This design comes from an exercise in tuning for small area on the open sky130 flow, not from production work. Function was checked by simulation only, so behaviour that the tests miss may differ from the original. No activity file was given, so power comes from the tool's default toggle rates.

==> flow/design.v <==
module display_chronometer #(parameter CLK_DIV = 100) (
    input            clk,
    input            rst,
    input            start,
    input            stop,
    input            restart,
    output [7:0]     hex_display,
    output [3:0]     an
);
   localparam IDLE = 2'd0, RUN = 2'd1, STOP = 2'd2, START = 2'd3;
   localparam [6:0] CNT_0 = 7'b0000001, CNT_1 = 7'b0000010, CNT_TICK = 7'b0111011;
   reg q1, q2;
   always @(posedge clk or posedge rst)
     if (rst) begin q1 <= 1'b0; q2 <= 1'b0; end
     else begin q1 <= start; q2 <= q1; end
   wire b_start   =  q2 & ~restart & ~stop;
   wire b_stop    = ~q2 & ~restart &  stop;
   wire b_restart = ~q2 &  restart & ~stop;
   reg [1:0]  st;
   reg [15:0] value;
   reg [6:0]  cnt;
   reg        wen, ren;
   reg [3:0]  wa;
   reg        busy, a10, we, ack;
   reg [15:0] data;
   reg [15:0] rdata;
   reg        warm0, warm1;
   reg [12:0] dcnt;
   wire [1:0] ph = dcnt[1:0];
   reg        init;                
   reg        cv, cpt, csr;         
   reg [1:0]  cage;
   reg [3:0]  ca;
   reg        ov;                  
   wire [3:0] oa = ca - 4'd1;
   reg        rp;                  
   reg [15:0] ring0 [0:3];
   reg [15:0] ring1 [0:3];
   reg [15:0] ring2 [0:3];
   reg [15:0] ring3 [0:3];
   wire take_wr  = ~busy & wen;
   wire take_rd  = ~busy & ~wen & ren;
   wire take_wr0 = take_wr & (st == STOP);
   wire ack_now  = busy & ack;
   wire busy_nxt = take_wr | take_rd | (busy & ~ack);
   wire warm_sel = a10 ? warm1 : warm0;
   wire [3:0] ta = wa - 4'd1;      
   wire [1:0] ev_c = ca[1:0] + ph;
   wire [1:0] ev_o = oa[1:0] + ph;
   wire [1:0] ev_t = ta[1:0] + ph;
   wire stay_stop = (st == STOP) & ~b_start & ~b_restart;
   wire tp        = (st == STOP) & b_start & ~busy_nxt;
   wire c_elig    = (cage == 2'd1) ? ~stay_stop : (cage == 2'd2) ? ~tp : 1'b1;
   wire commit_c  = cv & (ev_c == 2'd3) & c_elig;
   wire commit_o  = ov & (ev_o == 2'd3);
   wire [15:0] wsrc = (commit_o | csr) ? rdata : data;
   wire [3:0] wp;
   assign wp[0] = ~init | (commit_c & (ca[3:2] == 2'd0)) | (commit_o & (oa[3:2] == 2'd0));
   assign wp[1] = ~init | (commit_c & (ca[3:2] == 2'd1)) | (commit_o & (oa[3:2] == 2'd1));
   assign wp[2] = ~init | (commit_c & (ca[3:2] == 2'd2)) | (commit_o & (oa[3:2] == 2'd2));
   assign wp[3] = ~init | (commit_c & (ca[3:2] == 2'd3)) | (commit_o & (oa[3:2] == 2'd3));
   reg [15:0] tail;
   always @(*) begin
      case (ta[3:2])
        2'd0: tail = ring0[3];
        2'd1: tail = ring1[3];
        2'd2: tail = ring2[3];
        default: tail = ring3[3];
      endcase
   end
   wire rd_take_w = take_rd & warm0;
   wire rd_now    = (rd_take_w | rp) & (ev_t == 2'd3);
   wire byp       = (commit_c & ~cpt & (ca == ta)) | (commit_o & (oa == ta));
   wire [15:0] sample = byp ? wsrc : tail;
   integer k;
   always @(posedge clk) begin
      ring0[0] <= wp[0] ? wsrc : ring0[3];
      ring1[0] <= wp[1] ? wsrc : ring1[3];
      ring2[0] <= wp[2] ? wsrc : ring2[3];
      ring3[0] <= wp[3] ? wsrc : ring3[3];
      for (k = 1; k < 4; k = k + 1) begin
         ring0[k] <= ring0[k-1];
         ring1[k] <= ring1[k-1];
         ring2[k] <= ring2[k-1];
         ring3[k] <= ring3[k-1];
      end
   end
   always @(posedge clk or posedge rst) begin
      if (rst) begin
         st <= IDLE; wen <= 1'b0; ren <= 1'b0;
         busy <= 1'b0; ack <= 1'b0; data <= 16'd0;
         warm0 <= 1'b0; warm1 <= 1'b0;
         init <= 1'b0; cv <= 1'b0; csr <= 1'b0; ov <= 1'b0; rp <= 1'b0;
      end else begin
         case (st)
           IDLE: begin
              wen <= ~b_start;
              if (b_start) st <= RUN;
           end
           RUN: begin
              if (b_stop) begin
                 st <= STOP;
                 wen <= 1'b1;
              end else if (b_restart) begin
                 st <= IDLE;
              end else begin
                 wen <= (cnt == CNT_TICK);
              end
           end
           STOP: begin
              wen <= 1'b0;
              if (b_start) begin
                 st <= START;
                 ren <= 1'b1;
              end else if (b_restart) begin
                 st <= IDLE;
              end
           end
           START: begin
              ren <= 1'b0;
              if (ack_now) st <= RUN;
           end
         endcase
         if (take_wr) begin
            busy <= 1'b1;
            data <= value;
         end else if (take_rd) begin
            busy <= 1'b1;
         end else if (ack_now) begin
            busy <= 1'b0;
         end
         if (busy & ~ack) begin
            if (warm_sel) ack <= 1'b1;
            else if (a10) warm1 <= 1'b1;
            else warm0 <= 1'b1;
         end else begin
            ack <= 1'b0;
         end
         if (ph == 2'd3) init <= 1'b1;
         if (rd_now) rp <= 1'b0;
         else if (rd_take_w) rp <= 1'b1;
         if (commit_o) ov <= 1'b0;
         if (take_wr0) begin
            if (cv & ~commit_c) ov <= 1'b1;
            cv <= 1'b1;
            csr <= 1'b0;
         end else if (cv) begin
            if (commit_c) cv <= 1'b0;
            if (take_wr) csr <= 1'b1;
         end
      end
   end
   always @(posedge clk) begin
      case (st)
        IDLE: begin
           value <= 16'd0;
           cnt <= CNT_0;
        end
        RUN: begin
           if (~b_stop & ~b_restart) begin
              if (cnt == CNT_TICK) begin
                 value <= value + 16'd1;
                 cnt <= CNT_1;
              end else begin
                 cnt <= {cnt[5:0], cnt[6] ^ cnt[5]};
              end
           end
        end
        STOP: begin
           if (b_start | b_restart) wa <= wa + 4'd1;
           if (b_start) value <= (ack_now & we) ? data : rdata;
        end
        default: ;
      endcase
      if (take_wr) begin
         a10 <= (st != STOP);
         we <= 1'b1;
      end else if (take_rd) begin
         a10 <= 1'b0;
         we <= 1'b0;
      end
      if (ack_now & we) rdata <= data;
      else if (take_rd & ~warm0) rdata <= 16'd0;    
      else if (rd_now) rdata <= sample;
      if (take_wr0) begin
         ca <= wa;
         cage <= 2'd1;
         cpt <= 1'b0;
      end else if (cv) begin
         if (cage != 2'd3) cage <= cage + 2'd1;
         if (cage == 2'd2 && tp) cpt <= 1'b1;
      end
   end
   always @(posedge clk or posedge rst)
     if (rst) dcnt <= 13'd0;
     else dcnt <= dcnt + 13'd1;
   reg [3:0] digit;
   reg [3:0] an_r;
   always @(*) begin
      case (dcnt[12:11])
        2'b00: begin digit = data[3:0];   an_r = 4'b1110; end
        2'b01: begin digit = data[7:4];   an_r = 4'b1101; end
        2'b10: begin digit = data[11:8];  an_r = 4'b1011; end
        default: begin digit = data[15:12]; an_r = 4'b0111; end
      endcase
   end
   assign an = an_r;
   reg [6:0] seg;
   always @(*) begin
      case (digit)
        4'h0: seg = 7'b1000000;
        4'h1: seg = 7'b1111001;
        4'h2: seg = 7'b0100100;
        4'h3: seg = 7'b0110000;
        4'h4: seg = 7'b0011001;
        4'h5: seg = 7'b0010010;
        4'h6: seg = 7'b0000010;
        4'h7: seg = 7'b1111000;
        4'h8: seg = 7'b0000000;
        4'h9: seg = 7'b0010000;
        4'ha: seg = 7'b0001000;
        4'hb: seg = 7'b0000011;
        4'hc: seg = 7'b1000110;
        4'hd: seg = 7'b0100001;
        4'he: seg = 7'b0000110;
        default: seg = 7'b0001110;
      endcase
   end
   assign hex_display = {1'b1, seg};
endmodule
Settings: LEC_CHECK=0, CAP_MARGIN=20, CORE_MARGIN=2, CORE_UTILIZATION=40, SLEW_MARGIN=20; clock period 10.0 ns.
standard.sh (not shown) runs the stock make flow with config.mk's settings and CLKGATE_MAP_FILE= SYNTH_SCRIPT=/design/flow/synth_recipe.tcl, a recipe that flattens the netlist after the stock synthesis.
==> flow/flow/run.sh <==
#!/bin/bash
# Layout flow: the standard layout (standard.sh) with two changes:
#  * synthesis runs synth_recipe.tcl with an area-oriented abc mapping script
#    (flow/synth.tcl, flow/area.abc); everything else in it is unchanged;
#  * clock tree: clkbuf_4 buffers, clusters of at most 10 sinks, no dummy
#    loads.
# Each tool's output: flow_synth.log and flow_make.log here, and ORFS's own
# per-step logs under orfs/logs/.
set -euo pipefail
W=$(pwd)
export FLOW_WORK=$W
export FLOW_ABC_SCRIPT=$W/flow/area.abc
# synthesis only, with our script; standard.sh then finds it done
make -C "$FLOW_HOME" DESIGN_CONFIG="$FLOW_CONFIG" WORK_HOME="$W/orfs" CLKGATE_MAP_FILE= \
  SYNTH_SCRIPT="$W/flow/synth.tcl" synth > flow_synth.log 2>&1
export CTS_ARGS="-sink_clustering_enable -repair_clock_nets -dont_use_dummy_load -buf_list sky130_fd_sc_hd__clkbuf_4 -sink_clustering_size 10 -sink_clustering_max_diameter 35"
bash standard.sh > flow_make.log 2>&1
==> flow/flow/area.abc <==
&get -n
&st
&dch
&nf -C 32 -p -R 100 -F 10 -A 10 -a
&put
==> flow/flow/synth.tcl <==
# The standard synthesis (synth_recipe.tcl, unchanged), with only the abc
# technology-mapping script swapped for an area-oriented one (flow/area.abc).
# Registers are mapped before abc runs, so they come out as in the standard
# synthesis.
proc abc {args} {
  set i [lsearch -exact $args -script]
  if {$i >= 0} { lset args [expr {$i + 1}] $::env(FLOW_ABC_SCRIPT) }
  yosys abc {*}$args
}
source $::env(FLOW_WORK)/synth_recipe.tcl
Next try:
--- a/flow/design.v
+++ b/flow/design.v
@@ -29,13 +29,13 @@
    wire [1:0] ph = dcnt[1:0];
    reg        init;                
    reg        cv, cpt, csr;         
    reg [1:0]  cage;
    reg [3:0]  ca;
    reg        ov;                  
-   wire [3:0] oa = ca - 4'd1;
+   reg [3:0]  oa;
    reg        rp;                  
    reg [15:0] ring0 [0:3];
    reg [15:0] ring1 [0:3];
    reg [15:0] ring2 [0:3];
    reg [15:0] ring3 [0:3];
    wire take_wr  = ~busy & wen;
@@ -180,12 +180,13 @@
          we <= 1'b0;
       end
       if (ack_now & we) rdata <= data;
       else if (take_rd & ~warm0) rdata <= 16'd0;    
       else if (rd_now) rdata <= sample;
       if (take_wr0) begin
+         if (cv & ~commit_c) oa <= ca;
          ca <= wa;
          cage <= 2'd1;
          cpt <= 1'b0;
       end else if (cv) begin
          if (cage != 2'd3) cage <= cage + 2'd1;
          if (cage == 2'd2 && tp) cpt <= 1'b1;
- The new run ran to the end with no violations
- area after synthesis came out higher by 0.85%
- global-route usage came out higher by 0.88 points
- cell count came out higher by 2.3%
- critical path depth stays the same
- via count came out higher by 2.4%
- core utilization came out higher by 0.17 points
- power came out lower by 2.1%
- setup slack is worse by 0.26 ns
- fmax came out lower by 4.6%
- sequential share of layout area came out higher by 0.38 points

========
display_chronometer, a different RTL version from the one above (not shown whole).
For scale: ~960 cells after synthesis, ~350 flip-flops, about 17 I/O pins, roughly 12000 sq um of cells after synthesis.
Settings: LEC_CHECK=0, CAP_MARGIN=0, CORE_MARGIN=2, CORE_UTILIZATION=40, SLEW_MARGIN=0; clock period 10.0 ns.
==> flow/flow/run.sh <==
#!/bin/bash
# Layout flow: the standard layout (standard.sh) with these changes:
#  * synthesis runs synth_recipe.tcl with an area-oriented abc mapping script
#    (flow/synth.tcl, flow/area.abc); everything else in it is unchanged;
#  * clock tree: clkbuf_4 buffers, clusters of at most 10 sinks, no dummy
#    loads;
#  * port buffers (every input and output still gets one) are buf_1 cells
#    instead of the default clkdlybuf4s50_1.
# Each tool's output: flow_synth.log and flow_make.log here, and ORFS's own
# per-step logs under orfs/logs/.
set -euo pipefail
W=$(pwd)
export FLOW_WORK=$W
export FLOW_ABC_SCRIPT=$W/flow/area.abc
# synthesis only, with our script; standard.sh then finds it done
make -C "$FLOW_HOME" DESIGN_CONFIG="$FLOW_CONFIG" WORK_HOME="$W/orfs" CLKGATE_MAP_FILE= \
  SYNTH_SCRIPT="$W/flow/synth.tcl" synth > flow_synth.log 2>&1
export CTS_ARGS="-sink_clustering_enable -repair_clock_nets -dont_use_dummy_load -buf_list sky130_fd_sc_hd__clkbuf_4 -sink_clustering_size 10 -sink_clustering_max_diameter 35"
export BUFFER_PORTS_ARGS="-buffer_cell sky130_fd_sc_hd__buf_1"
bash standard.sh > flow_make.log 2>&1
Scripts as last shown in full above: flow/flow/area.abc, flow/flow/synth.tcl
==> next run, changes <==
--- a/flow/design.v
+++ b/flow/design.v
@@ -68,36 +68,27 @@
         default: tail = ring3[3];
       endcase
    end
    wire rd_take_w = take_rd;
    wire rd_now    = (rd_take_w | rp) & (ev_t == 2'd3);
    wire byp       = (commit_c & ~cpt & (ca[3:2] == ta[3:2])) | (commit_o & (oa[3:2] == ta[3:2]));
    wire [15:0] sample = byp ? wsrc : tail;
    integer k;
-   always @(posedge clk or posedge rst) begin
-     if (rst) begin
-      for (k = 0; k < 4; k = k + 1) begin
-         ring0[k] <= 16'd0;
-         ring1[k] <= 16'd0;
-         ring2[k] <= 16'd0;
-         ring3[k] <= 16'd0;
-      end
-     end else begin
+   always @(posedge clk) begin
       ring0[0] <= wp[0] ? wsrc : ring0[3];
       ring1[0] <= wp[1] ? wsrc : ring1[3];
       ring2[0] <= wp[2] ? wsrc : ring2[3];
       ring3[0] <= wp[3] ? wsrc : ring3[3];
       for (k = 1; k < 4; k = k + 1) begin
          ring0[k] <= ring0[k-1];
          ring1[k] <= ring1[k-1];
          ring2[k] <= ring2[k-1];
          ring3[k] <= ring3[k-1];
       end
-     end
    end
    always @(posedge clk or posedge rst) begin
       if (rst) begin
          st <= IDLE; wen <= 1'b0; ren <= 1'b0; wa <= 4'd0;
          busy <= 1'b0; ack <= 1'b0; data <= 16'd0;
          warm0 <= 1'b0; warm1 <= 1'b0;
          init <= 1'b0; cv <= 1'b0; csr <= 1'b0; ov <= 1'b0; rp <= 1'b0;
       end else begin
@@ -155,21 +146,17 @@
             cv <= 1'b1;
             csr <= 1'b0;
          end else if (cv) begin
             if (commit_c) cv <= 1'b0;
             if (take_wr) csr <= 1'b1;
          end
       end
    end
-   always @(posedge clk or posedge rst) begin
-     if (rst) begin
-      value <= 16'd0; cnt <= CNT_0; a10 <= 1'b0; we <= 1'b0; rdata <= 16'd0;
-      ca <= 4'd0; cage1 <= 1'b0; cage2 <= 1'b0; cpt <= 1'b0;
-     end else begin
+   always @(posedge clk) begin
       case (st)
         IDLE: begin
            value <= 16'd0;
            cnt <= CNT_0;
         end
         RUN: begin
            if (~b_stop & ~b_restart) begin
               if (cnt == CNT_TICK) begin
@@ -199,17 +186,16 @@
          cage1 <= 1'b1;
          cage2 <= 1'b0;
          cpt <= 1'b0;
       end else if (cv) begin
          cage1 <= 1'b0;
          cage2 <= cage1;
          if (cage2 && tp) cpt <= 1'b1;
       end
-     end
    end
    always @(posedge clk or posedge rst)
      if (rst) dcnt <= 13'd0;
      else dcnt <= dcnt + 13'd1;
    reg [3:0] digit;
    reg [3:0] an_r;
    always @(*) begin
       case (dcnt[12:11])
Routed wire length came out lower by 13%.
Clock power goes down by about 2%.
Final cell count drops by 8.3%.
Synthesized area falls by about 11%.
Global-route usage fell by 0.42 points.
Maximum frequency is lower by about 1.8%.
Combinational power goes down by about 6%.
Design area decreases by about 11%.
Sequential power rises by about 15%.
Critical path depth came out lower by 1.
Utilization is higher by 0.14 points.
Via count came out lower by 11%.
Register-to-register slack got worse by 0.06 ns.

========
display_chronometer, a different RTL version from the one above (not shown whole).
Size in the first run: about 960 cells after synthesis, roughly 350 flip-flops, roughly 12000 um^2 of cells after synthesis.
==> flow/config.mk <==
export PLATFORM = sky130hd
export DESIGN_NAME = display_chronometer
export DESIGN_NICKNAME = display_chronometer
export VERILOG_FILES = /design/flow/design.v
export SDC_FILE = /design/flow/constraint.sdc
export NUM_CORES = 4
export LEC_CHECK = 0
export CAP_MARGIN = 0
export CORE_MARGIN = 2
export CORE_UTILIZATION = 40
export SLEW_MARGIN = 0
==> flow/constraint.sdc <==
create_clock -name core_clock -period 10.0 [get_ports {clk}]
set_input_delay 2.0000 -clock core_clock [delete_from_list [all_inputs] [get_ports {clk}]]
set_output_delay 2.0000 -clock core_clock [all_outputs]
set_load 0.01 [all_outputs]
==> flow/flow/run.sh <==
#!/bin/bash
# Layout flow: the standard layout (standard.sh) with these changes:
#  * synthesis runs synth_recipe.tcl with an area-oriented abc mapping script
#    (flow/synth.tcl, flow/area.abc); everything else in it is unchanged;
#  * clock tree: clkbuf_4 buffers, clusters of at most 10 sinks within 35 um, no dummy
#    loads;
#  * port buffers (every input and output still gets one) are buf_1 cells
#    instead of the default clkdlybuf4s50_1.
# Each tool's output: flow_synth.log and flow_make.log here, and ORFS's own
# per-step logs under orfs/logs/.
set -euo pipefail
W=$(pwd)
export FLOW_WORK=$W
export FLOW_ABC_SCRIPT=$W/flow/area.abc
# synthesis only, with our script; standard.sh then finds it done
make -C "$FLOW_HOME" DESIGN_CONFIG="$FLOW_CONFIG" WORK_HOME="$W/orfs" CLKGATE_MAP_FILE= \
  SYNTH_SCRIPT="$W/flow/synth.tcl" synth > flow_synth.log 2>&1
export CTS_ARGS="-sink_clustering_enable -repair_clock_nets -dont_use_dummy_load -buf_list sky130_fd_sc_hd__clkbuf_4 -sink_clustering_size 10 -sink_clustering_max_diameter 35"
export BUFFER_PORTS_ARGS="-buffer_cell sky130_fd_sc_hd__buf_1"
bash standard.sh > flow_make.log 2>&1
Scripts as last shown in full above: flow/flow/area.abc, flow/flow/synth.tcl
Then changed:
--- a/flow/design.v
+++ b/flow/design.v
@@ -26,32 +26,31 @@
    reg [15:0] rdata;
    reg        warm0, warm1;
    reg [12:0] dcnt;
    wire [1:0] ph = dcnt[1:0];
    reg        init;                
    reg        cv, cpt, csr;         
    reg        cage1, cage2;        
-   reg [3:0]  ca;
+   reg        xs;                  
+   wire       exit_now = (st == STOP) & (b_start | b_restart);
+   wire [3:0] ca = xs ? wa - 4'd1 : wa;    
    reg        ov;                  
    wire [3:0] oa = ca - 4'd1;
    reg        rp;                  
    reg [15:0] ring0 [0:3];
    reg [15:0] ring1 [0:3];
    reg [15:0] ring2 [0:3];
    reg [15:0] ring3 [0:3];
    wire take_wr  = ~busy & wen;
    wire take_rd  = ~busy & ~wen & ren;
    wire take_wr0 = take_wr & (st == STOP);
    wire ack_now  = busy & ack;
    wire busy_nxt = take_wr | take_rd | (busy & ~ack);
    wire warm_sel = a10 ? warm1 : warm0;
-   reg        lt;                  
-   reg        sk;                  
-   wire       exit_now = (st == STOP) & (b_start | b_restart);
-   wire [3:0] ta = wa - {2'b00, sk, ~sk};    
+   wire [3:0] ta = wa - 4'd1;      
    wire [1:0] ev_c = ca[1:0] + ph;
    wire [1:0] ev_o = oa[1:0] + ph;
    wire [1:0] ev_t = ta[1:0] + ph;
    wire stay_stop = (st == STOP) & ~b_start & ~b_restart;
    wire tp        = (st == STOP) & b_start & ~busy_nxt;
    wire c_elig    = cage1 ? ~stay_stop : cage2 ? ~tp : 1'b1;
    wire commit_c  = cv & (ev_c == 2'd3) & c_elig;
@@ -72,42 +71,32 @@
       endcase
    end
    wire rd_take_w = take_rd;
    wire rd_now    = (rd_take_w | rp) & (ev_t == 2'd3);
    wire byp       = (commit_c & ~cpt & (ca[3:2] == ta[3:2])) | (commit_o & (oa[3:2] == ta[3:2]));
    wire [15:0] sample = byp ? wsrc : tail;
    integer k;
-   always @(posedge clk or posedge rst) begin
-     if (rst) begin
-      for (k = 0; k < 4; k = k + 1) begin
-         ring0[k] <= 16'd0;
-         ring1[k] <= 16'd0;
-         ring2[k] <= 16'd0;
-         ring3[k] <= 16'd0;
-      end
-     end else begin
+   always @(posedge clk) begin
       ring0[0] <= wp[0] ? wsrc : ring0[3];
       ring1[0] <= wp[1] ? wsrc : ring1[3];
       ring2[0] <= wp[2] ? wsrc : ring2[3];
       ring3[0] <= wp[3] ? wsrc : ring3[3];
       for (k = 1; k < 4; k = k + 1) begin
          ring0[k] <= ring0[k-1];
          ring1[k] <= ring1[k-1];
          ring2[k] <= ring2[k-1];
          ring3[k] <= ring3[k-1];
       end
-     end
    end
    always @(posedge clk or posedge rst) begin
       if (rst) begin
          st <= IDLE; wen <= 1'b0; ren <= 1'b0; wa <= 4'd0;
          busy <= 1'b0; ack <= 1'b0; data <= 16'd0;
          warm0 <= 1'b0; warm1 <= 1'b0;
          init <= 1'b0; cv <= 1'b0; csr <= 1'b0; ov <= 1'b0; rp <= 1'b0;
-         lt <= 1'b0; sk <= 1'b0;
       end else begin
          case (st)
            IDLE: begin
               wen <= ~b_start;
               if (b_start) st <= RUN;
            end
            RUN: begin
@@ -147,38 +136,28 @@
             if (warm_sel) ack <= 1'b1;
             else if (a10) warm1 <= 1'b1;
             else warm0 <= 1'b1;
          end else begin
             ack <= 1'b0;
          end
          if (ph == 2'd3) init <= 1'b1;
-         if (exit_now) begin
-            sk <= ~(lt | take_wr | take_rd);
-            lt <= 1'b0;
-         end else if (take_wr | take_rd) begin
-            lt <= 1'b1;
-         end
          if (rd_now) rp <= 1'b0;
          else if (rd_take_w) rp <= 1'b1;
          if (commit_o) ov <= 1'b0;
          if (take_wr0) begin
             if (cv & ~commit_c) ov <= 1'b1;
             cv <= 1'b1;
             csr <= 1'b0;
          end else if (cv) begin
             if (commit_c) cv <= 1'b0;
             if (take_wr) csr <= 1'b1;
          end
       end
    end
-   always @(posedge clk or posedge rst) begin
-     if (rst) begin
-      value <= 16'd0; cnt <= CNT_0; a10 <= 1'b0; we <= 1'b0; rdata <= 16'd0;
-      ca <= 4'd0; cage1 <= 1'b0; cage2 <= 1'b0; cpt <= 1'b0;
-     end else begin
+   always @(posedge clk) begin
       case (st)
         IDLE: begin
            value <= 16'd0;
            cnt <= CNT_0;
         end
         RUN: begin
            if (~b_stop & ~b_restart) begin
@@ -201,24 +180,24 @@
       end else if (take_rd) begin
          a10 <= 1'b0;
          we <= 1'b0;
       end
       if (ack_now & we) rdata <= data;
       else if (rd_now) rdata <= sample;
       if (take_wr0) begin
-         ca <= wa;
+         xs <= exit_now;
          cage1 <= 1'b1;
          cage2 <= 1'b0;
          cpt <= 1'b0;
       end else if (cv) begin
          cage1 <= 1'b0;
          cage2 <= cage1;
+         if (exit_now) xs <= 1'b1;
          if (cage2 && tp) cpt <= 1'b1;
       end
-     end
    end
    always @(posedge clk or posedge rst)
      if (rst) dcnt <= 13'd0;
      else dcnt <= dcnt + 13'd1;
    reg [3:0] digit;
    reg [3:0] an_r;
    always @(*) begin
=> The new run finished with timing, DRC and antenna clean. Synthesized area went down by 13%. Global-route usage went down by 0.59 points. Core utilization went down by 0.37 points. Fmax went up by 3.3%. Die area went down by 13%. First-iteration DRC count went down by 6.6%. Sequential cell count went down by 5. Total power went down by 8.1%. Worst hold slack is worse by 0.0079 ns. Via count went down by 11%. Routed wire length went down by 15%. Sequential share of layout area went down by 0.34 points.

## separate check: timing with driven ports
The results above use ideal ports. As a check the final layouts listed here were re-extracted and re-timed, cells and wires unchanged. Step 1 (the two cells are an assumption about what drives the block):
set clk [get_ports {clk}]
set_driving_cell -lib_cell sky130_fd_sc_hd__clkbuf_16 $clk
set_driving_cell -lib_cell sky130_fd_sc_hd__buf_2 [delete_from_list [all_inputs] $clk]
Step 2 also shifts input and output timing later by t, the mid clock arrival at the registers, as if the neighbouring blocks saw the same clock. Three values: no drivers, after step 1, after step 2; two values: the first two.
run | shift t [ns] | slack for setup (ns) | slew at the worst register clock pin (ns) | worst data-port slew with drivers (ns) | pins driven straight from the clock port
the first run of note 1 | 0.676 | 4.689 / 4.649 / 4.371 | 0.11 / 0.11 | 0.03 | 1
the second run of note 1 | 0.683 | 4.432 / 4.394 / 4.739 | 0.11 / 0.11 | 0.03 | 1
the first run of note 2 | 0.703 | 5.152 / 5.111 / 4.802 | 0.11 / 0.11 | 0.03 | 1
the second run of note 2 | 0.690 | 5.065 / 5.023 / 5.001 | 0.11 / 0.11 | 0.03 | 1
the first run of note 3 | 0.707 | 4.898 / 4.858 / 5.078 | 0.10 / 0.10 | 0.03 | 1
the second run of note 3 | 0.661 | 5.062 / 5.023 / 5.228 | 0.11 / 0.11 | 0.03 | 1
After both steps setup and hold are still met in every run listed. The setup slack of the first run of note 2, which loses most, moves by -0.041 ns with the drivers and by -0.350 ns with both steps.
